Context: an optimization exercise on an open-source flow, tuned for small area, a short achievable clock period and few clock cycles. The choices shown serve that exercise and are no tape-out recipe.
Function was not checked in any run shown here: the RTL went through the layout flow alone.
No activity file was given, so power comes from the tool's default toggle rates.

`flow/design.v`:
```
module conv_engine(
    input         clk,
    input         reset,
    input         en_ctrl,
    output [15:0] s_addr,
    output [15:0] w_addr,
    output [15:0] b_addr,
    input  [7:0]  signal,
    input  [7:0]  weight,
    input  [7:0]  bias,
    output [15:0] save_addr,
    output [7:0]  convout,
    output        en_write,
    output        finish
);
    reg        go;           
    reg        done;         
    reg        stall;        
    reg [11:0] sa, wa;       
    reg [2:0]  j;            
    reg [1:0]  c;            
    reg [2:0]  r;            
    reg        inb;          
    reg        jend, rend;   
    reg [4:0]  o, y;         
    reg [3:0]  xp;
    reg        last_out;     
    reg p0, p15, ya, yb, y01;    
    wire [2:0] jpen = (p0 | p15) ? 3'd2 : 3'd4;
    wire [2:0] rpen = ya ? 3'd1 : yb ? 3'd2 : 3'd3;
    wire cend = (c == 2'd2);
    wire last_pos = p15 & ya & ~y01;
    wire adv = go & ~done & ~stall;
    wire hold = ~inb & jend & cend & rend;
    wire inb_n  = adv ? hold : inb;
    wire jend_n = adv ? (~inb & (~jend ? (j == jpen) : (cend & rend))) : jend;
    wire cend_n = adv ? (~inb & (~jend ? cend : ~cend ? (c == 2'd1) : ~rend ? 1'b0 : 1'b1)) : cend;
    wire rend_n = adv ? (~inb & ((jend & cend & ~rend) ? (r == rpen) : rend)) : rend;
    wire last_out_n = w2 ? (o == 5'd30) : last_out;
    wire stall_n = (w2 & last_out) ? 1'b0 : (adv & inb & last_out) ? 1'b1 : stall;
    wire done_n = done | (adv & inb & last_out & last_pos);
    wire adv_n = en_ctrl & ~done_n & ~stall_n;
    reg a_inc, a_ch, a_row, a_back, a_pos;
    always @(posedge clk) begin
        if (reset) begin
            a_inc <= 1'b0;
            a_ch <= 1'b0;
            a_row <= 1'b0;
            a_back <= 1'b0;
            a_pos <= 1'b0;
        end else begin
            a_inc <= adv_n & ~inb_n & ~jend_n;
            a_ch <= adv_n & ~inb_n & jend_n & ~cend_n;
            a_row <= adv_n & ~inb_n & jend_n & cend_n & ~rend_n;
            a_back <= adv_n & inb_n & ~last_out_n;
            a_pos <= adv_n & inb_n & last_out_n;
        end
    end
    wire [11:0] ds, dw;
    assign ds = ({12{a_inc & (~p0 & ~p15)}} & 12'd3)
        | ({12{a_inc & (p0)}} & 12'd4093)
        | ({12{a_inc & (p15)}} & 12'd3)
        | ({12{a_ch & (~p0 & ~p15)}} & 12'd4082)
        | ({12{a_ch & (p0)}} & 12'd10)
        | ({12{a_ch & (p15)}} & 12'd4088)
        | ({12{a_row & (~p0 & ~p15)}} & 12'd79)
        | ({12{a_row & (p0)}} & 12'd103)
        | ({12{a_row & (p15)}} & 12'd85)
        | ({12{a_back & (~p0 & ~p15) & (ya)}} & 12'd3887)
        | ({12{a_back & (~p0 & ~p15) & (yb)}} & 12'd3791)
        | ({12{a_back & (~p0 & ~p15) & (~ya & ~yb)}} & 12'd3695)
        | ({12{a_back & (p0) & (ya)}} & 12'd3911)
        | ({12{a_back & (p0) & (yb)}} & 12'd3815)
        | ({12{a_back & (p0) & (~ya & ~yb)}} & 12'd3719)
        | ({12{a_back & (p15) & (ya)}} & 12'd3893)
        | ({12{a_back & (p15) & (yb)}} & 12'd3797)
        | ({12{a_back & (p15) & (~ya & ~yb)}} & 12'd3701)
        | ({12{a_pos & (~p0 & ~p15) & (ya)}} & 12'd3893)
        | ({12{a_pos & (~p0 & ~p15) & (yb)}} & 12'd3797)
        | ({12{a_pos & (~p0 & ~p15) & (~ya & ~yb)}} & 12'd3701)
        | ({12{a_pos & (p0) & (ya)}} & 12'd3902)
        | ({12{a_pos & (p0) & (yb)}} & 12'd3806)
        | ({12{a_pos & (p0) & (~ya & ~yb)}} & 12'd3710)
        | ({12{a_pos & (p15) & (~ya & ~yb)}} & 12'd3722)
        | ({12{a_pos & (p15) & (ya & y01)}} & 12'd3818)
        | ({12{a_pos & (p15) & (yb & y01)}} & 12'd3722)
        | ({12{a_pos & (p15) & (yb & ~y01)}} & 12'd3818);
    assign dw = ({12{a_inc & (~p0 & ~p15)}} & 12'd3)
        | ({12{a_inc & (p0)}} & 12'd4093)
        | ({12{a_inc & (p15)}} & 12'd3)
        | ({12{a_ch & (~p0 & ~p15)}} & 12'd4082)
        | ({12{a_ch & (p0)}} & 12'd10)
        | ({12{a_ch & (p15)}} & 12'd4088)
        | ({12{a_row & (~p0 & ~p15)}} & 12'd4094)
        | ({12{a_row & (p0)}} & 12'd22)
        | ({12{a_row & (p15)}} & 12'd4)
        | ({12{a_back & (~p0 & ~p15) & (ya)}} & 12'd28)
        | ({12{a_back & (~p0 & ~p15) & (yb)}} & 12'd13)
        | ({12{a_back & (~p0 & ~p15) & (~ya & ~yb)}} & 12'd4094)
        | ({12{a_back & (p0) & (ya)}} & 12'd52)
        | ({12{a_back & (p0) & (yb)}} & 12'd37)
        | ({12{a_back & (p0) & (~ya & ~yb)}} & 12'd22)
        | ({12{a_back & (p15) & (ya)}} & 12'd34)
        | ({12{a_back & (p15) & (yb)}} & 12'd19)
        | ({12{a_back & (p15) & (~ya & ~yb)}} & 12'd4)
        | ({12{a_pos & (~p0 & ~p15) & (ya)}} & 12'd1724)
        | ({12{a_pos & (~p0 & ~p15) & (yb)}} & 12'd1709)
        | ({12{a_pos & (~p0 & ~p15) & (~ya & ~yb)}} & 12'd1694)
        | ({12{a_pos & (p0) & (ya)}} & 12'd1736)
        | ({12{a_pos & (p0) & (yb)}} & 12'd1721)
        | ({12{a_pos & (p0) & (~ya & ~yb)}} & 12'd1706)
        | ({12{a_pos & (p15) & (~ya & ~yb)}} & 12'd1712)
        | ({12{a_pos & (p15) & (ya & y01)}} & 12'd1727)
        | ({12{a_pos & (p15) & (yb & y01)}} & 12'd1712)
        | ({12{a_pos & (p15) & (yb & ~y01)}} & 12'd1727);
    reg first1, b1, ga1, gb1;
    reg first2, b2, first3, b3, b4, wr_en, w2, lsb, fin;
    always @(posedge clk) begin
        if (reset) begin
            go <= 1'b0;
            done <= 1'b0;
            stall <= 1'b0;
            sa <= 12'd9;
            wa <= 12'd42;
            j <= 3'd0;
            c <= 2'd0;
            r <= 3'd0;
            inb <= 1'b0;
            jend <= 1'b0;
            rend <= 1'b0;
        end else begin
            go <= en_ctrl;
            sa <= sa + ds;
            wa <= wa + dw;
            if (adv) begin
                if (inb) begin
                    inb <= 1'b0;
                    j <= 3'd0;
                    c <= 2'd0;
                    r <= 3'd0;
                    jend <= 1'b0;
                    rend <= 1'b0;
                    if (last_out) begin
                        stall <= 1'b1;
                        if (last_pos) done <= 1'b1;
                    end
                end else if (~jend) begin
                    j <= j + 3'd1;
                    jend <= (j == jpen);
                end else if (~cend) begin
                    j <= 3'd0;
                    c <= c + 2'd1;
                    jend <= 1'b0;
                end else if (~rend) begin
                    j <= 3'd0;
                    c <= 2'd0;
                    r <= r + 3'd1;
                    jend <= 1'b0;
                    rend <= (r == rpen);
                end else begin
                    inb <= 1'b1;
                end
            end
            if (w2 & last_out) stall <= 1'b0;
        end
    end
    always @(posedge clk) begin
        if (reset) begin
            o <= 5'd0;
            xp <= 4'd0;
            y <= 5'd0;
            p0 <= 1'b1;
            p15 <= 1'b0;
            ya <= 1'b1;
            yb <= 1'b0;
            y01 <= 1'b1;
            last_out <= 1'b0;
        end else if (w2) begin
            o <= o + 5'd1;
            last_out <= (o == 5'd30);
            if (last_out) begin
                xp <= xp + 4'd1;
                p0 <= p15;
                p15 <= (xp == 4'd14);
                if (p15) begin
                    y <= y + 5'd1;
                    ya <= (y == 5'd30);
                    yb <= (y == 5'd0) | (y == 5'd29);
                    y01 <= (y == 5'd0);
                end
            end
        end
    end
    always @(posedge clk) begin
        if (reset) begin
            first1 <= 1'b0;
            b1 <= 1'b0;
            ga1 <= 1'b0;
            gb1 <= 1'b1;
            first2 <= 1'b0;
            b2 <= 1'b0;
            first3 <= 1'b0;
            b3 <= 1'b0;
            b4 <= 1'b0;
            wr_en <= 1'b0;
            w2 <= 1'b0;
            lsb <= 1'b0;
            fin <= 1'b0;
        end else begin
            first1 <= adv & ~inb & (j == 3'd0) & (c == 2'd0) & (r == 3'd0);
            b1 <= adv & inb;
            ga1 <= jend & ~p15 & ~p0;
            gb1 <= ~adv | inb | (j == 3'd0);
            first2 <= first1;
            b2 <= b1;
            first3 <= first2;
            b3 <= b2;
            b4 <= b3;
            wr_en <= b3 | b4;
            w2 <= b4;
            lsb <= p0 ? b3 : b4;
            if (b4 & last_out & last_pos) fin <= 1'b1;
        end
    end
    reg  [7:0]  sr;               
    reg  [3:0]  onea, twoa, nega;    
    reg  [3:0]  oneb, twob, negb;    
    wire [7:0]  wd = b1 ? 8'd64 : ga1 ? 8'd0 : weight;
    always @(posedge clk) begin
        sr <= b1 ? bias : signal;
        onea <= {wd[6] ^ wd[5], wd[4] ^ wd[3], wd[2] ^ wd[1], wd[0]};
        twoa <= {(wd[7] & ~wd[6] & ~wd[5]) | (~wd[7] & wd[6] & wd[5]),
                 (wd[5] & ~wd[4] & ~wd[3]) | (~wd[5] & wd[4] & wd[3]),
                 (wd[3] & ~wd[2] & ~wd[1]) | (~wd[3] & wd[2] & wd[1]),
                 (wd[1] & ~wd[0])};
        nega <= {wd[7], wd[5], wd[3], wd[1]};
        oneb <= b1 ? 4'b1000 : gb1 ? 4'b0000 : onea;
        twob <= (b1 | gb1) ? 4'b0000 : twoa;
        negb <= (b1 | gb1) ? 4'b0000 : nega;
    end
    wire [9:0]  sx = {{2{sr[7]}}, sr};
    wire [10:0] sx2 = {sx, 1'b0};
    wire [8:0] ea0;
    assign ea0[0] = ((onea[0] & sx[0]) | (twoa[0] & sx2[0])) ^ nega[0];
    assign ea0[1] = ((onea[0] & sx[1]) | (twoa[0] & sx2[1])) ^ nega[0];
    assign ea0[2] = ((onea[0] & sx[2]) | (twoa[0] & sx2[2])) ^ nega[0];
    assign ea0[3] = ((onea[0] & sx[3]) | (twoa[0] & sx2[3])) ^ nega[0];
    assign ea0[4] = ((onea[0] & sx[4]) | (twoa[0] & sx2[4])) ^ nega[0];
    assign ea0[5] = ((onea[0] & sx[5]) | (twoa[0] & sx2[5])) ^ nega[0];
    assign ea0[6] = ((onea[0] & sx[6]) | (twoa[0] & sx2[6])) ^ nega[0];
    assign ea0[7] = ((onea[0] & sx[7]) | (twoa[0] & sx2[7])) ^ nega[0];
    assign ea0[8] = ((onea[0] & sx[8]) | (twoa[0] & sx2[8])) ^ nega[0];
    wire [8:0] ea1;
    assign ea1[0] = ((onea[1] & sx[0]) | (twoa[1] & sx2[0])) ^ nega[1];
    assign ea1[1] = ((onea[1] & sx[1]) | (twoa[1] & sx2[1])) ^ nega[1];
    assign ea1[2] = ((onea[1] & sx[2]) | (twoa[1] & sx2[2])) ^ nega[1];
    assign ea1[3] = ((onea[1] & sx[3]) | (twoa[1] & sx2[3])) ^ nega[1];
    assign ea1[4] = ((onea[1] & sx[4]) | (twoa[1] & sx2[4])) ^ nega[1];
    assign ea1[5] = ((onea[1] & sx[5]) | (twoa[1] & sx2[5])) ^ nega[1];
    assign ea1[6] = ((onea[1] & sx[6]) | (twoa[1] & sx2[6])) ^ nega[1];
    assign ea1[7] = ((onea[1] & sx[7]) | (twoa[1] & sx2[7])) ^ nega[1];
    assign ea1[8] = ((onea[1] & sx[8]) | (twoa[1] & sx2[8])) ^ nega[1];
    wire [8:0] ea2;
    assign ea2[0] = ((onea[2] & sx[0]) | (twoa[2] & sx2[0])) ^ nega[2];
    assign ea2[1] = ((onea[2] & sx[1]) | (twoa[2] & sx2[1])) ^ nega[2];
    assign ea2[2] = ((onea[2] & sx[2]) | (twoa[2] & sx2[2])) ^ nega[2];
    assign ea2[3] = ((onea[2] & sx[3]) | (twoa[2] & sx2[3])) ^ nega[2];
    assign ea2[4] = ((onea[2] & sx[4]) | (twoa[2] & sx2[4])) ^ nega[2];
    assign ea2[5] = ((onea[2] & sx[5]) | (twoa[2] & sx2[5])) ^ nega[2];
    assign ea2[6] = ((onea[2] & sx[6]) | (twoa[2] & sx2[6])) ^ nega[2];
    assign ea2[7] = ((onea[2] & sx[7]) | (twoa[2] & sx2[7])) ^ nega[2];
    assign ea2[8] = ((onea[2] & sx[8]) | (twoa[2] & sx2[8])) ^ nega[2];
    wire [8:0] ea3;
    assign ea3[0] = ((onea[3] & sx[0]) | (twoa[3] & sx2[0])) ^ nega[3];
    assign ea3[1] = ((onea[3] & sx[1]) | (twoa[3] & sx2[1])) ^ nega[3];
    assign ea3[2] = ((onea[3] & sx[2]) | (twoa[3] & sx2[2])) ^ nega[3];
    assign ea3[3] = ((onea[3] & sx[3]) | (twoa[3] & sx2[3])) ^ nega[3];
    assign ea3[4] = ((onea[3] & sx[4]) | (twoa[3] & sx2[4])) ^ nega[3];
    assign ea3[5] = ((onea[3] & sx[5]) | (twoa[3] & sx2[5])) ^ nega[3];
    assign ea3[6] = ((onea[3] & sx[6]) | (twoa[3] & sx2[6])) ^ nega[3];
    assign ea3[7] = ((onea[3] & sx[7]) | (twoa[3] & sx2[7])) ^ nega[3];
    assign ea3[8] = ((onea[3] & sx[8]) | (twoa[3] & sx2[8])) ^ nega[3];
    reg  [17:0] Sa, Ca;
    wire [17:0] Sag = first2 ? 18'd0 : Sa;
    wire [17:0] Cag = first2 ? 18'd0 : Ca;
    wire fas0, fac0;
    conv_fa u_fas0 (.a(nega[0]), .b(Sag[0]), .c(Cag[0]), .s(fas0), .co(fac0));
    wire fas1, fac1;
    conv_fa u_fas1 (.a(Sag[1]), .b(Cag[1]), .c(ea0[1]), .s(fas1), .co(fac1));
    wire fas2, fac2;
    conv_fa u_fas2 (.a(nega[1]), .b(Sag[2]), .c(Cag[2]), .s(fas2), .co(fac2));
    wire fas3, fac3;
    conv_fa u_fas3 (.a(ea0[2]), .b(ea1[0]), .c(fas2), .s(fas3), .co(fac3));
    wire fas4, fac4;
    conv_fa u_fas4 (.a(Sag[3]), .b(Cag[3]), .c(ea0[3]), .s(fas4), .co(fac4));
    wire fas5, fac5;
    conv_fa u_fas5 (.a(ea1[1]), .b(fac2), .c(fas4), .s(fas5), .co(fac5));
    wire fas6, fac6;
    conv_fa u_fas6 (.a(nega[2]), .b(Sag[4]), .c(Cag[4]), .s(fas6), .co(fac6));
    wire fas7, fac7;
    conv_fa u_fas7 (.a(ea0[4]), .b(ea1[2]), .c(ea2[0]), .s(fas7), .co(fac7));
    wire fas8, fac8;
    conv_fa u_fas8 (.a(fas6), .b(fac4), .c(fas7), .s(fas8), .co(fac8));
    wire fas9, fac9;
    conv_fa u_fas9 (.a(Sag[5]), .b(Cag[5]), .c(ea0[5]), .s(fas9), .co(fac9));
    wire fas10, fac10;
    conv_fa u_fas10 (.a(ea1[3]), .b(ea2[1]), .c(fac6), .s(fas10), .co(fac10));
    wire fas11, fac11;
    conv_fa u_fas11 (.a(fac7), .b(fas9), .c(fas10), .s(fas11), .co(fac11));
    wire fas12, fac12;
    conv_fa u_fas12 (.a(nega[3]), .b(Sag[6]), .c(Cag[6]), .s(fas12), .co(fac12));
    wire fas13, fac13;
    conv_fa u_fas13 (.a(ea0[6]), .b(ea1[4]), .c(ea2[2]), .s(fas13), .co(fac13));
    wire fas14, fac14;
    conv_fa u_fas14 (.a(ea3[0]), .b(fas12), .c(fac9), .s(fas14), .co(fac14));
    wire fas15, fac15;
    conv_fa u_fas15 (.a(fas13), .b(fac10), .c(fas14), .s(fas15), .co(fac15));
    wire fas16, fac16;
    conv_fa u_fas16 (.a(Sag[7]), .b(Cag[7]), .c(ea0[7]), .s(fas16), .co(fac16));
    wire fas17, fac17;
    conv_fa u_fas17 (.a(ea1[5]), .b(ea2[3]), .c(ea3[1]), .s(fas17), .co(fac17));
    wire fas18, fac18;
    conv_fa u_fas18 (.a(fac12), .b(fac13), .c(fas16), .s(fas18), .co(fac18));
    wire fas19, fac19;
    conv_fa u_fas19 (.a(fas17), .b(fac14), .c(fas18), .s(fas19), .co(fac19));
    wire fas20 = ~(Sag[8] ^ Cag[8]);
    wire fac20 = Sag[8] | Cag[8];
    wire fas21, fac21;
    conv_fa u_fas21 (.a(~ea0[8]), .b(ea1[6]), .c(ea2[4]), .s(fas21), .co(fac21));
    wire fas22, fac22;
    conv_fa u_fas22 (.a(ea3[2]), .b(fas20), .c(fac16), .s(fas22), .co(fac22));
    wire fas23, fac23;
    conv_fa u_fas23 (.a(fac17), .b(fas21), .c(fac18), .s(fas23), .co(fac23));
    wire fas24, fac24;
    conv_fa u_fas24 (.a(fas22), .b(fac19), .c(fas23), .s(fas24), .co(fac24));
    wire fas25 = ~(Sag[9] ^ Cag[9]);
    wire fac25 = Sag[9] | Cag[9];
    wire fas26, fac26;
    conv_fa u_fas26 (.a(ea1[7]), .b(ea2[5]), .c(ea3[3]), .s(fas26), .co(fac26));
    wire fas27, fac27;
    conv_fa u_fas27 (.a(fac20), .b(fas25), .c(fac21), .s(fas27), .co(fac27));
    wire fas28, fac28;
    conv_fa u_fas28 (.a(fas26), .b(fac22), .c(fas27), .s(fas28), .co(fac28));
    wire fas29 = fac23 ^ fas28;
    wire fac29 = fac23 & fas28;
    wire fas30, fac30;
    conv_fa u_fas30 (.a(Sag[10]), .b(Cag[10]), .c(~ea1[8]), .s(fas30), .co(fac30));
    wire fas31, fac31;
    conv_fa u_fas31 (.a(ea2[6]), .b(ea3[4]), .c(fac25), .s(fas31), .co(fac31));
    wire fas32, fac32;
    conv_fa u_fas32 (.a(fac26), .b(fas30), .c(fas31), .s(fas32), .co(fac32));
    wire fas33, fac33;
    conv_fa u_fas33 (.a(fac27), .b(fas32), .c(fac28), .s(fas33), .co(fac33));
    wire fas34 = ~(Sag[11] ^ Cag[11]);
    wire fac34 = Sag[11] | Cag[11];
    wire fas35, fac35;
    conv_fa u_fas35 (.a(ea2[7]), .b(ea3[5]), .c(fas34), .s(fas35), .co(fac35));
    wire fas36, fac36;
    conv_fa u_fas36 (.a(fac30), .b(fac31), .c(fas35), .s(fas36), .co(fac36));
    wire fas37 = fac32 ^ fas36;
    wire fac37 = fac32 & fas36;
    wire fas38, fac38;
    conv_fa u_fas38 (.a(Sag[12]), .b(Cag[12]), .c(~ea2[8]), .s(fas38), .co(fac38));
    wire fas39, fac39;
    conv_fa u_fas39 (.a(ea3[6]), .b(fac34), .c(fas38), .s(fas39), .co(fac39));
    wire fas40, fac40;
    conv_fa u_fas40 (.a(fac35), .b(fas39), .c(fac36), .s(fas40), .co(fac40));
    wire fas41 = ~(Sag[13] ^ Cag[13]);
    wire fac41 = Sag[13] | Cag[13];
    wire fas42, fac42;
    conv_fa u_fas42 (.a(ea3[7]), .b(fas41), .c(fac38), .s(fas42), .co(fac42));
    wire fas43, fac43;
    conv_fa u_fas43 (.a(fac39), .b(fas42), .c(fac40), .s(fas43), .co(fac43));
    wire fas44, fac44;
    conv_fa u_fas44 (.a(Sag[14]), .b(Cag[14]), .c(~ea3[8]), .s(fas44), .co(fac44));
    wire fas45, fac45;
    conv_fa u_fas45 (.a(fac41), .b(fas44), .c(fac42), .s(fas45), .co(fac45));
    wire fas46 = ~(Sag[15] ^ Cag[15]);
    wire fac46 = Sag[15] | Cag[15];
    wire fas47, fac47;
    conv_fa u_fas47 (.a(fas46), .b(fac44), .c(fac45), .s(fas47), .co(fac47));
    wire fas48 = ~(Sag[16] ^ Cag[16]);
    wire fac48 = Sag[16] | Cag[16];
    wire fas49 = fac46 ^ fas48;
    wire fac49 = fac46 & fas48;
    wire fas50 = ~(Sag[17] ^ Cag[17]);
    wire fac50 = Sag[17] | Cag[17];
    wire fas51, fac51;
    conv_fa u_fas51 (.a(fac48), .b(fas50), .c(fac49), .s(fas51), .co(fac51));
    always @(posedge clk) begin
        Sa <= {fas51, fac47, fas47, fac43, fas43, fac37, fac33, fac29, fac24, fas24, fac15, fac11, fac8, fac5, fac3, fac1, fac0, ea0[0]};
        Ca <= {1'b0, fas49, 1'b0, fas45, 1'b0, fas40, fas37, fas33, fas29, 1'b0, fas19, fas15, fas11, fas8, fas5, fas3, fas1, fas0};
    end
    wire [8:0] eb0;
    assign eb0[0] = ((oneb[0] & sx[0]) | (twob[0] & sx2[0])) ^ negb[0];
    assign eb0[1] = ((oneb[0] & sx[1]) | (twob[0] & sx2[1])) ^ negb[0];
    assign eb0[2] = ((oneb[0] & sx[2]) | (twob[0] & sx2[2])) ^ negb[0];
    assign eb0[3] = ((oneb[0] & sx[3]) | (twob[0] & sx2[3])) ^ negb[0];
    assign eb0[4] = ((oneb[0] & sx[4]) | (twob[0] & sx2[4])) ^ negb[0];
    assign eb0[5] = ((oneb[0] & sx[5]) | (twob[0] & sx2[5])) ^ negb[0];
    assign eb0[6] = ((oneb[0] & sx[6]) | (twob[0] & sx2[6])) ^ negb[0];
    assign eb0[7] = ((oneb[0] & sx[7]) | (twob[0] & sx2[7])) ^ negb[0];
    assign eb0[8] = ((oneb[0] & sx[8]) | (twob[0] & sx2[8])) ^ negb[0];
    wire [8:0] eb1;
    assign eb1[0] = ((oneb[1] & sx[0]) | (twob[1] & sx2[0])) ^ negb[1];
    assign eb1[1] = ((oneb[1] & sx[1]) | (twob[1] & sx2[1])) ^ negb[1];
    assign eb1[2] = ((oneb[1] & sx[2]) | (twob[1] & sx2[2])) ^ negb[1];
    assign eb1[3] = ((oneb[1] & sx[3]) | (twob[1] & sx2[3])) ^ negb[1];
    assign eb1[4] = ((oneb[1] & sx[4]) | (twob[1] & sx2[4])) ^ negb[1];
    assign eb1[5] = ((oneb[1] & sx[5]) | (twob[1] & sx2[5])) ^ negb[1];
    assign eb1[6] = ((oneb[1] & sx[6]) | (twob[1] & sx2[6])) ^ negb[1];
    assign eb1[7] = ((oneb[1] & sx[7]) | (twob[1] & sx2[7])) ^ negb[1];
    assign eb1[8] = ((oneb[1] & sx[8]) | (twob[1] & sx2[8])) ^ negb[1];
    wire [8:0] eb2;
    assign eb2[0] = ((oneb[2] & sx[0]) | (twob[2] & sx2[0])) ^ negb[2];
    assign eb2[1] = ((oneb[2] & sx[1]) | (twob[2] & sx2[1])) ^ negb[2];
    assign eb2[2] = ((oneb[2] & sx[2]) | (twob[2] & sx2[2])) ^ negb[2];
    assign eb2[3] = ((oneb[2] & sx[3]) | (twob[2] & sx2[3])) ^ negb[2];
    assign eb2[4] = ((oneb[2] & sx[4]) | (twob[2] & sx2[4])) ^ negb[2];
    assign eb2[5] = ((oneb[2] & sx[5]) | (twob[2] & sx2[5])) ^ negb[2];
    assign eb2[6] = ((oneb[2] & sx[6]) | (twob[2] & sx2[6])) ^ negb[2];
    assign eb2[7] = ((oneb[2] & sx[7]) | (twob[2] & sx2[7])) ^ negb[2];
    assign eb2[8] = ((oneb[2] & sx[8]) | (twob[2] & sx2[8])) ^ negb[2];
    wire [8:0] eb3;
    assign eb3[0] = ((oneb[3] & sx[0]) | (twob[3] & sx2[0])) ^ negb[3];
    assign eb3[1] = ((oneb[3] & sx[1]) | (twob[3] & sx2[1])) ^ negb[3];
    assign eb3[2] = ((oneb[3] & sx[2]) | (twob[3] & sx2[2])) ^ negb[3];
    assign eb3[3] = ((oneb[3] & sx[3]) | (twob[3] & sx2[3])) ^ negb[3];
    assign eb3[4] = ((oneb[3] & sx[4]) | (twob[3] & sx2[4])) ^ negb[3];
    assign eb3[5] = ((oneb[3] & sx[5]) | (twob[3] & sx2[5])) ^ negb[3];
    assign eb3[6] = ((oneb[3] & sx[6]) | (twob[3] & sx2[6])) ^ negb[3];
    assign eb3[7] = ((oneb[3] & sx[7]) | (twob[3] & sx2[7])) ^ negb[3];
    assign eb3[8] = ((oneb[3] & sx[8]) | (twob[3] & sx2[8])) ^ negb[3];
    reg  [17:0] Sb, Cb;
    wire [17:0] Sbg = first3 ? 18'd0 : Sb;
    wire [17:0] Cbg = first3 ? 18'd0 : Cb;
    wire fbs0, fbc0;
    conv_fa u_fbs0 (.a(negb[0]), .b(Sbg[0]), .c(Cbg[0]), .s(fbs0), .co(fbc0));
    wire fbs1, fbc1;
    conv_fa u_fbs1 (.a(Sbg[1]), .b(Cbg[1]), .c(eb0[1]), .s(fbs1), .co(fbc1));
    wire fbs2, fbc2;
    conv_fa u_fbs2 (.a(negb[1]), .b(Sbg[2]), .c(Cbg[2]), .s(fbs2), .co(fbc2));
    wire fbs3, fbc3;
    conv_fa u_fbs3 (.a(eb0[2]), .b(eb1[0]), .c(fbs2), .s(fbs3), .co(fbc3));
    wire fbs4, fbc4;
    conv_fa u_fbs4 (.a(Sbg[3]), .b(Cbg[3]), .c(eb0[3]), .s(fbs4), .co(fbc4));
    wire fbs5, fbc5;
    conv_fa u_fbs5 (.a(eb1[1]), .b(fbc2), .c(fbs4), .s(fbs5), .co(fbc5));
    wire fbs6, fbc6;
    conv_fa u_fbs6 (.a(negb[2]), .b(Sbg[4]), .c(Cbg[4]), .s(fbs6), .co(fbc6));
    wire fbs7, fbc7;
    conv_fa u_fbs7 (.a(eb0[4]), .b(eb1[2]), .c(eb2[0]), .s(fbs7), .co(fbc7));
    wire fbs8, fbc8;
    conv_fa u_fbs8 (.a(fbs6), .b(fbc4), .c(fbs7), .s(fbs8), .co(fbc8));
    wire fbs9, fbc9;
    conv_fa u_fbs9 (.a(Sbg[5]), .b(Cbg[5]), .c(eb0[5]), .s(fbs9), .co(fbc9));
    wire fbs10, fbc10;
    conv_fa u_fbs10 (.a(eb1[3]), .b(eb2[1]), .c(fbc6), .s(fbs10), .co(fbc10));
    wire fbs11, fbc11;
    conv_fa u_fbs11 (.a(fbc7), .b(fbs9), .c(fbs10), .s(fbs11), .co(fbc11));
    wire fbs12, fbc12;
    conv_fa u_fbs12 (.a(negb[3]), .b(Sbg[6]), .c(Cbg[6]), .s(fbs12), .co(fbc12));
    wire fbs13, fbc13;
    conv_fa u_fbs13 (.a(eb0[6]), .b(eb1[4]), .c(eb2[2]), .s(fbs13), .co(fbc13));
    wire fbs14, fbc14;
    conv_fa u_fbs14 (.a(eb3[0]), .b(fbs12), .c(fbc9), .s(fbs14), .co(fbc14));
    wire fbs15, fbc15;
    conv_fa u_fbs15 (.a(fbs13), .b(fbc10), .c(fbs14), .s(fbs15), .co(fbc15));
    wire fbs16, fbc16;
    conv_fa u_fbs16 (.a(Sbg[7]), .b(Cbg[7]), .c(eb0[7]), .s(fbs16), .co(fbc16));
    wire fbs17, fbc17;
    conv_fa u_fbs17 (.a(eb1[5]), .b(eb2[3]), .c(eb3[1]), .s(fbs17), .co(fbc17));
    wire fbs18, fbc18;
    conv_fa u_fbs18 (.a(fbc12), .b(fbc13), .c(fbs16), .s(fbs18), .co(fbc18));
    wire fbs19, fbc19;
    conv_fa u_fbs19 (.a(fbs17), .b(fbc14), .c(fbs18), .s(fbs19), .co(fbc19));
    wire fbs20 = ~(Sbg[8] ^ Cbg[8]);
    wire fbc20 = Sbg[8] | Cbg[8];
    wire fbs21, fbc21;
    conv_fa u_fbs21 (.a(~eb0[8]), .b(eb1[6]), .c(eb2[4]), .s(fbs21), .co(fbc21));
    wire fbs22, fbc22;
    conv_fa u_fbs22 (.a(eb3[2]), .b(fbs20), .c(fbc16), .s(fbs22), .co(fbc22));
    wire fbs23, fbc23;
    conv_fa u_fbs23 (.a(fbc17), .b(fbs21), .c(fbc18), .s(fbs23), .co(fbc23));
    wire fbs24, fbc24;
    conv_fa u_fbs24 (.a(fbs22), .b(fbc19), .c(fbs23), .s(fbs24), .co(fbc24));
    wire fbs25 = ~(Sbg[9] ^ Cbg[9]);
    wire fbc25 = Sbg[9] | Cbg[9];
    wire fbs26, fbc26;
    conv_fa u_fbs26 (.a(eb1[7]), .b(eb2[5]), .c(eb3[3]), .s(fbs26), .co(fbc26));
    wire fbs27, fbc27;
    conv_fa u_fbs27 (.a(fbc20), .b(fbs25), .c(fbc21), .s(fbs27), .co(fbc27));
    wire fbs28, fbc28;
    conv_fa u_fbs28 (.a(fbs26), .b(fbc22), .c(fbs27), .s(fbs28), .co(fbc28));
    wire fbs29 = fbc23 ^ fbs28;
    wire fbc29 = fbc23 & fbs28;
    wire fbs30, fbc30;
    conv_fa u_fbs30 (.a(Sbg[10]), .b(Cbg[10]), .c(~eb1[8]), .s(fbs30), .co(fbc30));
    wire fbs31, fbc31;
    conv_fa u_fbs31 (.a(eb2[6]), .b(eb3[4]), .c(fbc25), .s(fbs31), .co(fbc31));
    wire fbs32, fbc32;
    conv_fa u_fbs32 (.a(fbc26), .b(fbs30), .c(fbs31), .s(fbs32), .co(fbc32));
    wire fbs33, fbc33;
    conv_fa u_fbs33 (.a(fbc27), .b(fbs32), .c(fbc28), .s(fbs33), .co(fbc33));
    wire fbs34 = ~(Sbg[11] ^ Cbg[11]);
    wire fbc34 = Sbg[11] | Cbg[11];
    wire fbs35, fbc35;
    conv_fa u_fbs35 (.a(eb2[7]), .b(eb3[5]), .c(fbs34), .s(fbs35), .co(fbc35));
    wire fbs36, fbc36;
    conv_fa u_fbs36 (.a(fbc30), .b(fbc31), .c(fbs35), .s(fbs36), .co(fbc36));
    wire fbs37 = fbc32 ^ fbs36;
    wire fbc37 = fbc32 & fbs36;
    wire fbs38, fbc38;
    conv_fa u_fbs38 (.a(Sbg[12]), .b(Cbg[12]), .c(~eb2[8]), .s(fbs38), .co(fbc38));
    wire fbs39, fbc39;
    conv_fa u_fbs39 (.a(eb3[6]), .b(fbc34), .c(fbs38), .s(fbs39), .co(fbc39));
    wire fbs40, fbc40;
    conv_fa u_fbs40 (.a(fbc35), .b(fbs39), .c(fbc36), .s(fbs40), .co(fbc40));
    wire fbs41 = ~(Sbg[13] ^ Cbg[13]);
    wire fbc41 = Sbg[13] | Cbg[13];
    wire fbs42, fbc42;
    conv_fa u_fbs42 (.a(eb3[7]), .b(fbs41), .c(fbc38), .s(fbs42), .co(fbc42));
    wire fbs43, fbc43;
    conv_fa u_fbs43 (.a(fbc39), .b(fbs42), .c(fbc40), .s(fbs43), .co(fbc43));
    wire fbs44, fbc44;
    conv_fa u_fbs44 (.a(Sbg[14]), .b(Cbg[14]), .c(~eb3[8]), .s(fbs44), .co(fbc44));
    wire fbs45, fbc45;
    conv_fa u_fbs45 (.a(fbc41), .b(fbs44), .c(fbc42), .s(fbs45), .co(fbc45));
    wire fbs46 = ~(Sbg[15] ^ Cbg[15]);
    wire fbc46 = Sbg[15] | Cbg[15];
    wire fbs47, fbc47;
    conv_fa u_fbs47 (.a(fbs46), .b(fbc44), .c(fbc45), .s(fbs47), .co(fbc47));
    wire fbs48 = ~(Sbg[16] ^ Cbg[16]);
    wire fbc48 = Sbg[16] | Cbg[16];
    wire fbs49 = fbc46 ^ fbs48;
    wire fbc49 = fbc46 & fbs48;
    wire fbs50 = ~(Sbg[17] ^ Cbg[17]);
    wire fbc50 = Sbg[17] | Cbg[17];
    wire fbs51, fbc51;
    conv_fa u_fbs51 (.a(fbc48), .b(fbs50), .c(fbc49), .s(fbs51), .co(fbc51));
    always @(posedge clk) begin
        Sb <= {fbs51, fbc47, fbs47, fbc43, fbs43, fbc37, fbc33, fbc29, fbc24, fbs24, fbc15, fbc11, fbc8, fbc5, fbc3, fbc1, fbc0, eb0[0]};
        Cb <= {1'b0, fbs49, 1'b0, fbs45, 1'b0, fbs40, fbs37, fbs33, fbs29, 1'b0, fbs19, fbs15, fbs11, fbs8, fbs5, fbs3, fbs1, fbs0};
    end
    wire [17:0] acc = b3 ? (Sa + Ca) : (Sb + Cb);
    wire [8:0]  t = acc[17:9];
    reg  [7:0]  cout_r;
    always @(posedge clk)
        cout_r <= (t[8] != t[7]) ? {t[8], {7{~t[8]}}} : t[7:0];
    assign s_addr = {4'd0, sa};
    assign w_addr = {4'd0, wa};
    assign b_addr = {11'd0, o};
    assign save_addr = {1'b0, y, xp, lsb, o};
    assign convout = cout_r;
    assign en_write = wr_en;
    assign finish = fin;
endmodule
module conv_fa(input a, input b, input c, output s, output co);
    assign s = a ^ b ^ c;
    assign co = (a & b) | (a & c) | (b & c);
endmodule
```
`flow/flow/run.sh`:
```
#!/bin/bash
set -uo pipefail
MARGIN=$(cat flow/margin 2>/dev/null || echo 7)
bash standard.sh "SETUP_SLACK_MARGIN=$MARGIN" \
    "BUFFER_PORTS_ARGS=-buffer_cell sky130_fd_sc_hd__buf_1" finish > run_make.log 2>&1
status=$?
tail -5 run_make.log
exit $status
```
`flow/flow/margin`:
```
7
```
`flow/standard.sh`:
```
#!/bin/bash
# synth_recipe.tcl (not shown) runs the flow's synth.tcl, then flattens the netlist and writes it again
# the make line also repeats each setting of config.mk as NAME=value (left out here)
make -C /OpenROAD-flow-scripts/flow DESIGN_CONFIG=/design/flow/config.mk WORK_HOME=/design/flow/orfs CLKGATE_MAP_FILE= SYNTH_SCRIPT=/design/flow/synth_recipe.tcl "${@:-finish}"
```
`flow/config.mk`:
```
export PLATFORM = sky130hd
export DESIGN_NAME = conv_engine
export DESIGN_NICKNAME = conv_engine
export VERILOG_FILES = /design/flow/design.v
export SDC_FILE = /design/flow/constraint.sdc
export NUM_CORES = 4
export LEC_CHECK = 0
export CAP_MARGIN = 20
export CORE_MARGIN = 2
export CORE_UTILIZATION = 40
export SLEW_MARGIN = 20
export SYNTH_HIERARCHICAL = 1
```
`flow/constraint.sdc`:
```
create_clock -name core_clock -period 10.0 [get_ports {clk}]
set_input_delay 2.0000 -clock core_clock [delete_from_list [all_inputs] [get_ports {clk}]]
set_output_delay 2.0000 -clock core_clock [all_outputs]
set_load 0.01 [all_outputs]
```
==> results of run 1 <==
Yosys stat by module, one instance, submodules excluded:
module | times used | flops+latches | area (µm²)
conv_fa | 84 | 0 | 20.02
conv_engine | 1 | 180 | 9609
stage by stage:
| stage | instance area (µm²) | hold WS, ns | setup WS (ns) | util [%] |
|---|---|---|---|---|
| final | 12850 | 0.4405 | 6.995 | 46.25 |
| after detailed placement | 11700 | 0.4297 | 6.410 | 42.11 |
| after floorplan | 11380 | 0.4138 | 6.997 | - |
| after CTS | 12510 | 0.4451 | 6.930 | 45.03 |
| after global routing | 12850 | 0.4562 | 6.845 | 46.25 |
| after global placement | 11700 | 0.4210 | 6.451 | 42.11 |
registers in the layout (all words and copies together), names as in the netlist, 2 cells and up:
signal and flops:
Ca 14, Cb 14, Sa 18, Sb 18
c 2, cout_r 8, j 3, nega 4
negb 4, o 5, onea 4, oneb 4
r 3, sa 12, sr 8, twoa 4
twob 4, wa 12, xp 4, y 5
per-layer routing:
layer	global-route usage, %	part of all wire [%]
met4	4.969	1.4
met5	0	0
met3	2.380	2.8
met2	30.05	50
met1	21.76	46
what timing repair did:
action                                  CTS  global route
gates resized for setup                  71            82
hold buffers                              0             0
buffers inserted                         11            12
endpoints found under the setup margin   48            49
pin swaps                                10            39
path summary, 6_finish.rpt:
| kind | from | end | cells after the start |
|---|---|---|---|
| hold reg to reg | first1 | first2 | 1 |
| setup / recovery | p15 | wa[10] | 16 |
| hold / removal | first1 | first2 | 1 |
| setup reg to reg | p15 | wa[10] | 16 |
cells in the mapped netlist (14+ instances only):
| master | number | area [µm²] |
|---|---|---|
| clkbuf_1 | 68 | 255.2 |
| and2_1 | 21 | 131.4 |
| buf_4 | 26 | 195.2 |
| nor2_1 | 89 | 334.1 |
| dfxtp_1 | 180 | 3603 |
| xor2_1 | 32 | 280.3 |
| a21oi_1 | 46 | 230.2 |
| ha_1 | 72 | 900.9 |
| a22oi_1 | 58 | 435.4 |
| nor2b_1 | 60 | 375.4 |
| nor3_1 | 14 | 70.07 |
| fa_1 | 86 | 1722 |
| o21ai_0 | 43 | 215.2 |
| xnor2_1 | 91 | 797.0 |
| nand2_1 | 70 | 262.8 |
| nand2b_1 | 31 | 193.9 |
| inv_1 | 48 | 180.2 |
power by group:
part | total (W) | internal (W) | switching [W]
Combinational | 0.00137 | 0.000645 | 0.000729
Sequential | 0.00103 | 0.000908 | 0.000122
Clock | 0.000665 | 0.000352 | 0.000313
Total | 0.00307 | 0.00191 | 0.00116
layout make-up:
| type | instances | area, µm² |
|---|---|---|
| fillers | 2736 | 14930 |
| multi-input cells | 872 | 7410 |
| flip-flops and latches | 180 | 3692 |
| repair buffers | 104 | 523.0 |
| well taps | 378 | 473.0 |
| clock buffers | 18 | 429.2 |
| inverters | 48 | 180.2 |
| clock inverters | 14 | 142.6 |
cells by family after synthesis:
family	count (synthesis)	share of synthesized area, %
compound gates	214	12.56
mux	13	1.263
buf+inv	144	5.652
simple gates	337	15.13
xor+xnor	123	9.541
flops	180	31.91
other cells	1	0.03321
fa+ha+maj	165	23.91
worst max-delay path, cell delays in order, from the launching register on:
cell and delay, ns:
dfxtp_4 0.37, buf_6 0.13, a32o_2 0.25, nand2b_4 0.14, a21oi_2 0.11, nand2_1 0.07
ha_2 0.19, fa_2 0.37, a21o_1 0.21, a21oi_2 0.14, o21bai_1 0.11, a21oi_2 0.19
o21bai_1 0.11, a21oi_2 0.19, o21ai_1 0.09, xnor2_1 0.15, nor2_1 0.05
==> impl_metrics.toml, run 1 <==
[timing]
fmax_mhz = 332.8
worst_slew_pin_slew_ns = 0.7632
fin_skew_ns = 0.01923
layout_min_cycle_time_ns = 3.005
fin_crit_sh_pct = 30.05
final.setup.tns_ns = 0
drv_slew = 0
rsz0062_at_grt = "yes"
setup_viol = 0
timing_hold_violations_final = 0
relSlewSlack_pct = 49.05

[logic_synthesis]
ys.flop_type = "dfxtp_1"
async_flop_share_pct = 0
synth_edf_count = 0
syn_area_um2 = 11290
synth-seq-cells = 180
netlist_instances = 1177
syn_avg_cell_area_um2 = 9.593
synth_cell_types = 64
seq_area_frac_synth_pct = 31.91
ys_warn_count = 7

[drt]
wl_um = 24480
vias_per_cell = 5.012
drc = 0
wire_per_inst_um = 15.17
ant_nets = 0
dr.pass1.iters = 5
vias = 8090
drt_iter0_markers = 493

[floorplanning]
core_area_um2 = 27780
fp.dieW_um = 172.0
initial_core_util_pct = 40.64
ios = 101
dieArea_um2 = 29590
die_height_um = 172.0
rows = 61

[setup_path]
cp.arrival_ns = 3.30
end_kind = "register"
cp-start-kind = "register"
criticalPathCategory = "register to register"
worstPathRequired_ns = 10.29
ff2ff_setup_slack_ns = 7.00
cp_max_fo = 6

[cts]
clockRootBuffer = "clkbuf_16"
cts.clk_slew.worst_paths_ns = 0.07
cts_made_buffers = 17
clk_path_buf_depth = 2
cts_tree = "yes"
clk_latency_ns = 0.43
h-tree-depth = 4
cts_sinks = 180

[global_route]
grt_pass1_wl_um = 40050
antenna_found_initial = 0
grt_max_degree = 72
grt.overflow.total = 0
grt_pass1_vias = 8225
grt.total_usage_pct = 17.05

[place]
placement.io_buffers = 80
gp_congestion = 0.8210
placedCellCount = 1559
dp_hpwl_um = 17610

[cells_and_area]
syn2layout_area_growth_pct = 13.81
final_cell_mix = "dfxtp_1 (141), xnor2_1 (91), nor2_1 (86)"
drive_gt1_share_pct = 16.34
fin_cells = 1614
final_common_cell = "dfxtp_1"
layout.nets = 1408
diodes = 0

[power]
finalPower_w = 0.003070
peakVddDrop_mv = 0.1281
total_leakage_power_nw = 5.325
power.density_nw_per_um2 = 238.9

[worst_hold_path]
min_path_type = "register to register"

[job]
maxCapViolations = 0

[run_status]
status = "finished clean"
==> run 2: changes to the inputs <==
==> flow/flow/run.sh (replaced) <==
#!/bin/bash
set -uo pipefail
MARGIN=$(cat flow/margin 2>/dev/null || echo 7)
EXTRA=()
if [[ -f flow/extra ]]; then
    while IFS= read -r line; do
        [[ -n "$line" ]] && EXTRA+=("$line")
    done < flow/extra
fi
bash standard.sh "SETUP_SLACK_MARGIN=$MARGIN" \
    "BUFFER_PORTS_ARGS=-buffer_cell sky130_fd_sc_hd__buf_1" "${EXTRA[@]}" finish > run_make.log 2>&1
status=$?
tail -5 run_make.log
exit $status
==> flow/flow/extra (new file) <==
SKIP_REPAIR_TIE_FANOUT=1
==> flow/flow/margin (replaced) <==
6.8
==> run 2 against run 1 <==
Worst hold slack got worse by 0.0033 ns. Clock power rose by 6.2%. Combinational power barely moved. Clock skew rose by 0.0030 ns. Sequential share of layout area rose by 0.41 points.
==> impl_metrics.toml, run 2 <==
[place]
gp_congestion = 0.8725
placement.io_buffers = 80
placedCellCount = 1540
place_ws_ns = 6.350
dp_hpwl_um = 17320

[setup_path]
crit_family = "adder cells"
crit_buf_inv = 0
worstPathRequired_ns = 10.30
cp-start-kind = "register"
regToRegEndpoint = "Sa[8]"
cp.arrival_ns = 3.39
crit_chain = "a22oi_1 > xnor2_1 > fa_1 > fa_1 > fa_1 > fa_1"
ff2ff_setup_slack_ns = 6.91
timing.rr.start = "sr[2]"
cp_slowest_cell = "dfxtp_1"
cp_max_fo = 16
path_common_cell = "fa_1"
max_stage_delay_ns = 0.80
end_kind = "register"
r2r_cells = 6
criticalPathCategory = "register to register"

[logic_synthesis]
netlist_instances = 1177
synth-seq-cells = 180
synth_top_area_share_pct = 31.91
ys.flop_type = "dfxtp_1"
ys_top_cells_by_count = "dfxtp_1 (180), xnor2_1 (91), nor2_1 (89), fa_1 (86), ha_1 (72)"
synthTopCellsByArea = "dfxtp_1 (32%), fa_1 (15%), ha_1 (8.0%), xnor2_1 (7.1%), a22oi_1 (3.9%)"
yosysTopAreaCell = "dfxtp_1"
syn_area_um2 = 11290
async_flop_share_pct = 0
ys_warn_count = 7
syn_avg_cell_area_um2 = 9.593
seq_area_frac_synth_pct = 31.91
yosysMostFrequentCell = "dfxtp_1"
synth_cell_types = 64
synth_edf_count = 0

[floorplanning]
core_area_um2 = 27780
fp.dieW_um = 172.0
initial_core_util_pct = 40.64
rows = 61
ios = 101
dieArea_um2 = 29590
die_height_um = 172.0

[cells_and_area]
syn2layout_area_growth_pct = 10.53
post-route-util_pct = 44.92
diodes = 0
final_common_cell = "dfxtp_1"
drive_gt1_share_pct = 9.196
fin_cells = 1585
reg_top3 = "Sa (18), Sb (18)"
layout.nets = 1379
final_cell_mix = "dfxtp_1 (165), xnor2_1 (91), nor2_1 (87)"

[cts]
clockRootBuffer = "clkbuf_16"
clk_latency_ns = 0.43
clk_path_buf_depth = 2
cts_sinks = 180
cts.clk_slew.worst_paths_ns = 0.06
cts_made_buffers = 17
cts_tree = "yes"
h-tree-depth = 4

[drt]
dr.pass1.iters = 5
vias_per_cell = 5.052
wire_per_inst_um = 14.94
drc = 0
vias = 8007
wl_um = 23690
drt_iter0_markers = 535
ant_nets = 0

[timing]
drv_slew = 0
fin_skew_ns = 0.02226
final.setup.tns_ns = 0
relSlewSlack_pct = 49.75
layout_min_cycle_time_ns = 3.094
rsz0062_at_grt = "no"
fmax_mhz = 323.2
worst_slew_pin_slew_ns = 0.7527
fin_ws_ns = 6.906
fin_crit_sh_pct = 30.94
timing_hold_violations_final = 0
setup_viol = 0
hold_slack_ns = 0.4372

[power]
power.density_nw_per_um2 = 247.0
clock_power_share_pct = 22.9
seq_power_share_pct = 33.3
internal_power_w = 0.001943
p_sw_w = 0.001140
combPwrFrac_pct = 43.8
total_leakage_power_nw = 5.091
peakVddDrop_mv = 0.1248
p_sw_share_pct = 36.97

[global_route]
grt_pass1_vias = 8054
grt_pass1_wl_um = 40280
grt.total_usage_pct = 16.96
grt.overflow.total = 0
grt_max_degree = 72
antenna_found_initial = 0

[worst_hold_path]
holdPathStages = 1
min_path_type = "register to register"
worstHoldEndpoint = "b3"
holdCritStartpoint = "b2"

[run_status]
status = "finished clean"

[job]
maxCapViolations = 0
[run 2: cell types whose count changed in the layout (fill, tap and decap cells not counted), moves of 5 or more]
cell | before | now
buf_4 | 22 | 14
conb_1 | 20 | 1
dfxtp_4 | 16 | 6
dfxtp_1 | 141 | 165
buf_2 | 11 | 0
ha_4 | 5 | 0
clkbuf_2 | 17 | 1
ha_1 | 66 | 72
dfxtp_2 | 23 | 9
buf_1 | 52 | 79
[run 2: timing repair]
action | CTS | global route
resized for setup | 24 | 30
hold buffers | 0 | 0
endpoints found under the setup margin | 18 | 15
setup buffers | 4 | 9
pin swaps | 4 | 5
[run 2: through the flow]
stage | cell area, µm² | power [W]
finish | 12480 | 0.003083
global placement | 11610 | 0.002375
detailed placement | 11610 | 0.002400
floorplan | 11290 | 0.002048
global route | 12480 | 0.003408
CTS | 12320 | 0.003136
[run 2: cells by family (layout without fill, tap and decap cells)]
family / after synthesis / in the layout / synth area share [%]
AOI/OAI and AO/OA: 214 / 214 / 12.56
adders and majority gates: 165 / 165 / 23.91
DFF: 180 / 180 / 31.91
and+or+nand+nor: 337 / 337 / 15.13
other: 1 / 1 / 0.03321
buffers and inverters: 144 / 174 / 5.652
muxes: 13 / 13 / 1.263
xor gates and xnor gates: 123 / 123 / 9.541
[run 2: layer usage]
metal | track usage (%) | vias to the layer above | part of all wire [%]
li1 | - | 3949 | -
met1 | 23.46 | 3881 | 47
met2 | 28.29 | 150 | 48
met3 | 2.403 | 27 | 3.7
met4 | 3.654 | 0 | 1.0
met5 | 0 | - | 0
[run 2: area by class of cell]
type / instances / area [µm²]
fillers: 2739 / 15300
multi-input cells: 853 / 7164
flip-flops and latches: 180 / 3637
well taps: 378 / 473.0
clock buffers: 20 / 446.7
repair buffers: 94 / 406.6
inverters: 48 / 180.2
clock inverters: 12 / 171.4
[run 2: how the worst max path moves through the flow]
stage	from	end	slack, ns	depth (start not counted)
global placement	p0	wa[10]	6.43	16
detailed placement	p0	wa[10]	6.35	16
global route	p0	wa[11]	6.79	15
CTS	p0	wa[10]	6.72	16
floorplan	ya	sa[10]	6.80	18
finish	sr[2]	Sa[8]	6.91	6
[run 2: modules after synthesis (local to each module, per instance)]
module | flops+latches | cell area (µm²) | copies in the design | cells
conv_fa | 0 | 20.02 | 84 | 1
conv_engine | 180 | 9609 | 1 | 1093
[run 2: power groups by stage]
stage	sequential, W	combinational (W)	clock, W
floorplan	0.00101	0.00104	0
global placement	0.00104	0.00133	0
detailed placement	0.00104	0.00136	0
CTS	0.00103	0.00138	0.000726
global route	0.00105	0.00160	0.000758
finish	0.00103	0.00135	0.000706
[run 2: worst register-to-register path: stages, from the launching register on]
cell     delay [ns]
dfxtp_1        0.80
a22oi_1        0.17
xnor2_1        0.19
fa_1           0.42
fa_1           0.50
fa_1           0.43
fa_1           0.46
==> run 3: changes to the inputs <==
--- a/flow/design.v
+++ b/flow/design.v
@@ -342,6 +342,6 @@
     wire fas28, fac28;
     conv_fa u_fas28 (.a(fas26), .b(fac22), .c(fas27), .s(fas28), .co(fac28));
-    wire fas29 = fac23 ^ fas28;
-    wire fac29 = fac23 & fas28;
+    wire fas29, fac29;
+    conv_fa u_fas29 (.a(fac23), .b(fas28), .c(fac24), .s(fas29), .co(fac29));
     wire fas30, fac30;
     conv_fa u_fas30 (.a(Sag[10]), .b(Cag[10]), .c(~ea1[8]), .s(fas30), .co(fac30));
@@ -358,6 +358,6 @@
     wire fas36, fac36;
     conv_fa u_fas36 (.a(fac30), .b(fac31), .c(fas35), .s(fas36), .co(fac36));
-    wire fas37 = fac32 ^ fas36;
-    wire fac37 = fac32 & fas36;
+    wire fas37, fac37;
+    conv_fa u_fas37 (.a(fac32), .b(fas36), .c(fac33), .s(fas37), .co(fac37));
     wire fas38, fac38;
     conv_fa u_fas38 (.a(Sag[12]), .b(Cag[12]), .c(~ea2[8]), .s(fas38), .co(fac38));
@@ -382,6 +382,6 @@
     wire fas48 = ~(Sag[16] ^ Cag[16]);
     wire fac48 = Sag[16] | Cag[16];
-    wire fas49 = fac46 ^ fas48;
-    wire fac49 = fac46 & fas48;
+    wire fas49, fac49;
+    conv_fa u_fas49 (.a(fac46), .b(fas48), .c(fac47), .s(fas49), .co(fac49));
     wire fas50 = ~(Sag[17] ^ Cag[17]);
     wire fac50 = Sag[17] | Cag[17];
@@ -389,6 +389,6 @@
     conv_fa u_fas51 (.a(fac48), .b(fas50), .c(fac49), .s(fas51), .co(fac51));
     always @(posedge clk) begin
-        Sa <= {fas51, fac47, fas47, fac43, fas43, fac37, fac33, fac29, fac24, fas24, fac15, fac11, fac8, fac5, fac3, fac1, fac0, ea0[0]};
-        Ca <= {1'b0, fas49, 1'b0, fas45, 1'b0, fas40, fas37, fas33, fas29, 1'b0, fas19, fas15, fas11, fas8, fas5, fas3, fas1, fas0};
+        Sa <= {fas51, fas49, fas47, fac43, fas43, fac37, fas37, fac29, fas29, fas24, fac15, fac11, fac8, fac5, fac3, fac1, fac0, ea0[0]};
+        Ca <= {1'b0, 1'b0, 1'b0, fas45, 1'b0, fas40, 1'b0, fas33, 1'b0, 1'b0, fas19, fas15, fas11, fas8, fas5, fas3, fas1, fas0};
     end
     wire [8:0] eb0;
@@ -493,6 +493,6 @@
     wire fbs28, fbc28;
     conv_fa u_fbs28 (.a(fbs26), .b(fbc22), .c(fbs27), .s(fbs28), .co(fbc28));
-    wire fbs29 = fbc23 ^ fbs28;
-    wire fbc29 = fbc23 & fbs28;
+    wire fbs29, fbc29;
+    conv_fa u_fbs29 (.a(fbc23), .b(fbs28), .c(fbc24), .s(fbs29), .co(fbc29));
     wire fbs30, fbc30;
     conv_fa u_fbs30 (.a(Sbg[10]), .b(Cbg[10]), .c(~eb1[8]), .s(fbs30), .co(fbc30));
@@ -509,6 +509,6 @@
     wire fbs36, fbc36;
     conv_fa u_fbs36 (.a(fbc30), .b(fbc31), .c(fbs35), .s(fbs36), .co(fbc36));
-    wire fbs37 = fbc32 ^ fbs36;
-    wire fbc37 = fbc32 & fbs36;
+    wire fbs37, fbc37;
+    conv_fa u_fbs37 (.a(fbc32), .b(fbs36), .c(fbc33), .s(fbs37), .co(fbc37));
     wire fbs38, fbc38;
     conv_fa u_fbs38 (.a(Sbg[12]), .b(Cbg[12]), .c(~eb2[8]), .s(fbs38), .co(fbc38));
@@ -533,6 +533,6 @@
     wire fbs48 = ~(Sbg[16] ^ Cbg[16]);
     wire fbc48 = Sbg[16] | Cbg[16];
-    wire fbs49 = fbc46 ^ fbs48;
-    wire fbc49 = fbc46 & fbs48;
+    wire fbs49, fbc49;
+    conv_fa u_fbs49 (.a(fbc46), .b(fbs48), .c(fbc47), .s(fbs49), .co(fbc49));
     wire fbs50 = ~(Sbg[17] ^ Cbg[17]);
     wire fbc50 = Sbg[17] | Cbg[17];
@@ -540,6 +540,6 @@
     conv_fa u_fbs51 (.a(fbc48), .b(fbs50), .c(fbc49), .s(fbs51), .co(fbc51));
     always @(posedge clk) begin
-        Sb <= {fbs51, fbc47, fbs47, fbc43, fbs43, fbc37, fbc33, fbc29, fbc24, fbs24, fbc15, fbc11, fbc8, fbc5, fbc3, fbc1, fbc0, eb0[0]};
-        Cb <= {1'b0, fbs49, 1'b0, fbs45, 1'b0, fbs40, fbs37, fbs33, fbs29, 1'b0, fbs19, fbs15, fbs11, fbs8, fbs5, fbs3, fbs1, fbs0};
+        Sb <= {fbs51, fbs49, fbs47, fbc43, fbs43, fbc37, fbs37, fbc29, fbs29, fbs24, fbc15, fbc11, fbc8, fbc5, fbc3, fbc1, fbc0, eb0[0]};
+        Cb <= {1'b0, 1'b0, 1'b0, fbs45, 1'b0, fbs40, 1'b0, fbs33, 1'b0, 1'b0, fbs19, fbs15, fbs11, fbs8, fbs5, fbs3, fbs1, fbs0};
     end
     wire [17:0] acc = b3 ? (Sa + Ca) : (Sb + Cb);
==> flow/flow/run.sh (replaced) <==
#!/bin/bash
set -uo pipefail
MARGIN=$(cat flow/margin 2>/dev/null || echo 7)
bash standard.sh "SETUP_SLACK_MARGIN=$MARGIN" \
    "BUFFER_PORTS_ARGS=-buffer_cell sky130_fd_sc_hd__buf_1" finish > run_make.log 2>&1
status=$?
tail -5 run_make.log
exit $status
==> flow/flow/margin (replaced) <==
7
removed: flow/flow/extra
==> run 3 against run 2 <==
First-iteration DRC count increased by 2.4%. Count of clock-buffer cells in the layout decreased by 3. Power decreased by 3.6%. Design area increased by 4.5%. Flip-flop and latch count decreased by 6. Register-to-register slack improved by 0.02 ns. Largest power group unchanged. Still clean on timing, DRC and antenna.
==> impl_metrics.toml, run 3 <==
[logic_synthesis]
ys.flop_type = "dfxtp_1"
synth_edf_count = 0
seq_area_frac_synth_pct = 31.43
synth_top_area_share_pct = 31.43
syn_area_um2 = 11080
synth-seq-cells = 174
ys_warn_count = 7
netlist_instances = 1148
yosysMostFrequentCell = "dfxtp_1"
ys_top_cells_by_count = "dfxtp_1 (174), fa_1 (92), nor2_1 (90), xnor2_1 (90), clkbuf_1 (66)"
syn_avg_cell_area_um2 = 9.653
synthTopCellsByArea = "dfxtp_1 (31%), fa_1 (17%), xnor2_1 (7.1%), ha_1 (6.1%), a22oi_1 (3.9%)"
synth_cell_types = 73
yosysTopAreaCell = "dfxtp_1"
async_flop_share_pct = 0

[setup_path]
worstPathRequired_ns = 10.33
regToRegEndpoint = "sa[11]"
timing.rr.start = "p15"
r2r_cells = 15
crit_path_end = "sa[11]"
ff2ff_setup_slack_ns = 6.93
cp_max_fo = 7
critPathLaunch = "p15"
cp-start-kind = "register"
cp.arrival_ns = 3.40
criticalPathCategory = "register to register"
end_kind = "register"

[power]
internal_power_w = 0.001837
peakVddDrop_mv = 0.1156
combPwrFrac_pct = 44.2
power.density_nw_per_um2 = 227.9
p_sw_share_pct = 38.18
p_sw_w = 0.001135
finalPower_w = 0.002972
seq_power_share_pct = 33.3
clock_power_share_pct = 22.5
total_leakage_power_nw = 5.414

[timing]
hold_slack_ns = 0.4402
fin_skew_ns = 0.01792
final.setup.tns_ns = 0
relSlewSlack_pct = 43.13
rsz0062_at_grt = "yes"
fmax_mhz = 325.6
fin_crit_sh_pct = 30.71
timing_hold_violations_final = 0
fin_ws_ns = 6.929
drv_slew = 0
setup_viol = 0
worst_slew_pin_slew_ns = 0.8519
layout_min_cycle_time_ns = 3.071

[cts]
clk_latency_ns = 0.44
cts_made_buffers = 17
clk_path_buf_depth = 2
postCtsHoldBufs = 0
cts.clk_slew.worst_paths_ns = 0.08
cts_tree = "yes"
clockRootBuffer = "clkbuf_16"
cts_sinks = 174
h-tree-depth = 4

[worst_hold_path]
min_path_type = "register to register"

[cells_and_area]
syn2layout_area_growth_pct = 17.67
drive_gt1_share_pct = 23.39
layout.nets = 1400
fin_cells = 1613
final_cell_mix = "dfxtp_1 (115), nor2_1 (87), xnor2_1 (87)"
reg_top3 = "Sa (18), Sb (18)"
final_common_cell = "dfxtp_1"

[place]
gp_congestion = 0.8834
place_ws_ns = 6.272
dp_hpwl_um = 17320
placement.io_buffers = 80
placedCellCount = 1522

[drt]
dr.pass1.iters = 5
wire_per_inst_um = 15.60
drt_iter0_markers = 548
drc = 0
vias = 8137
ant_nets = 0
wl_um = 25160
vias_per_cell = 5.045

[floorplanning]
die_height_um = 170.4
ios = 101
core_area_um2 = 27100
fp.dieW_um = 170.4
initial_core_util_pct = 40.89
dieArea_um2 = 29050
rows = 60

[global_route]
antenna_found_initial = 1
grt_pass1_wl_um = 40260
grt.overflow.total = 0
grt_pass1_vias = 7964
grt.total_usage_pct = 17.51
grt_max_degree = 73

[run_status]
status = "finished clean"

[job]
maxCapViolations = 0
-- run 3: cell count changes in the layout (fill, tap and decap cells not counted), sizes merged, moves of 4 or more --
cell,change
conb,+19
dfxtp,-6
a31oi,-7
xor2,-7
o21ai,-5
ha,-18
nand2,-4
clkbuf,+12
buf,+31
nor2b,+4
maj3,-4
nor3,+8
fa,+6
nand2b,-7
-- run 3: power by group through the flow --
stage	combinational, W	clock [W]	sequential, W
finish	0.00131	0.000670	0.000988
global route	0.00155	0.000713	0.00101
CTS	0.00133	0.000683	0.000992
detailed placement	0.00129	0	0.00101
global placement	0.00127	0	0.00101
floorplan	0.00100	0	0.000976
-- run 3: area by class of cell --
type / count / area (µm²)
diodes: 1 / 2.502
clock buffers: 17 / 425.4
fillers: 2543 / 14060
inverters: 42 / 165.2
repair buffers: 140 / 828.3
clock inverters: 15 / 163.9
flip-flops and latches: 174 / 3650
well taps: 372 / 465.4
multi-input cells: 852 / 7340
-- run 3: Yosys stat by module, one instance, submodules excluded --
| module | flops+latches | cells inside |
|---|---|---|
| conv_engine | 174 | 1058 |
| conv_fa | 0 | 1 |
-- run 3: worst min path at each step --
| stage | from | to | slack, ns | depth (start not counted) |
|---|---|---|---|---|
| after floorplan | b2 | b3 | 0.41 | 1 |
| after CTS | b2 | b3 | 0.45 | 1 |
| after global placement | b2 | b3 | 0.42 | 1 |
| after detailed placement | b2 | b3 | 0.43 | 1 |
| after global routing | b2 | b3 | 0.46 | 1 |
| final | b2 | b3 | 0.44 | 1 |
-- run 3: cells by family (layout without fill, tap and decap cells) --
family                     after synthesis  in the layout  share of synthesized area, %
AOI/OAI and AO/OA                      208            208                         12.91
xor gates and xnor gates               117            117                         9.439
adders and majority gates              149            149                         23.02
buffers and inverters                  141            214                         5.713
DFF                                    174            174                         31.43
muxes                                   14             14                         1.592
other                                    1             21                       0.03384
and+or+nand+nor                        344            344                         15.86
-- run 3: worst max-delay path, cell delays in order (launching register included) --
cell and delay (ns):
dfxtp_4 0.41, a32o_2 0.29, nand2_2 0.08, nand2_2 0.06, a211o_1 0.24, nand2b_4 0.16
ha_4 0.21, a21o_1 0.16, a21oi_2 0.15, o21ai_1 0.07, a21o_1 0.18, a21oi_2 0.16
o21ai_2 0.08, o41ai_2 0.29, xnor3_1 0.25, and2b_1 0.16
-- run 3: stage by stage --
step	util, %	cell area [µm²]
6_report	48.12	13040
5_1_grt	48.11	13040
4_1_cts	46.41	12580
3_5_place_dp	42.60	11550
3_3_place_gp	42.60	11550
2_1_floorplan	-	11340
-- run 3: what timing repair did --
action,in CTS,in global routing
gates resized for setup,117,80
endpoints found under the hold margin,0,0
buffers inserted,27,30
pin swaps,20,44
setup endpoints to repair,53,44
cloned,0,1
-- run 3: layer usage --
metal	share of wire [%]	GRT usage [%]	wire length, µm
met2	47	28.49	11770
met5	0	0	0
met1	47	24.03	11700
met3	5.5	3.070	1374
met4	1.3	4.719	318

[port drivers added, routing unchanged]
In the flow no input, the clock included, has a driving cell. The finished layouts below were timed again as built, in two steps.
Step 1 assumes that a clkbuf_16 drives the clock port and a buf_2 every other input.
Step 2 times the ports against the registers' clock, not the clock port: input delays grow and output delays shrink by t, the midpoint of the rising clock arrivals with the driver on.
Three values: no drivers, after step 1, after step 2; two values: the first two.
run	t, ns	setup slack, ns	worst slew at a driven data input, ns	pins driven straight from the clock port
run 1	0.471	6.995 / 6.959 / 6.768	0.05	1
run 2	0.471	6.906 / 6.892 / 6.745	0.04	1
run 3	0.479	6.929 / 6.929 / 6.688	0.04	1
After both steps setup and hold are still met in every run listed. The setup slack of run 3, which loses most, moves by 0.000 ns with the drivers and by -0.241 ns with both steps.
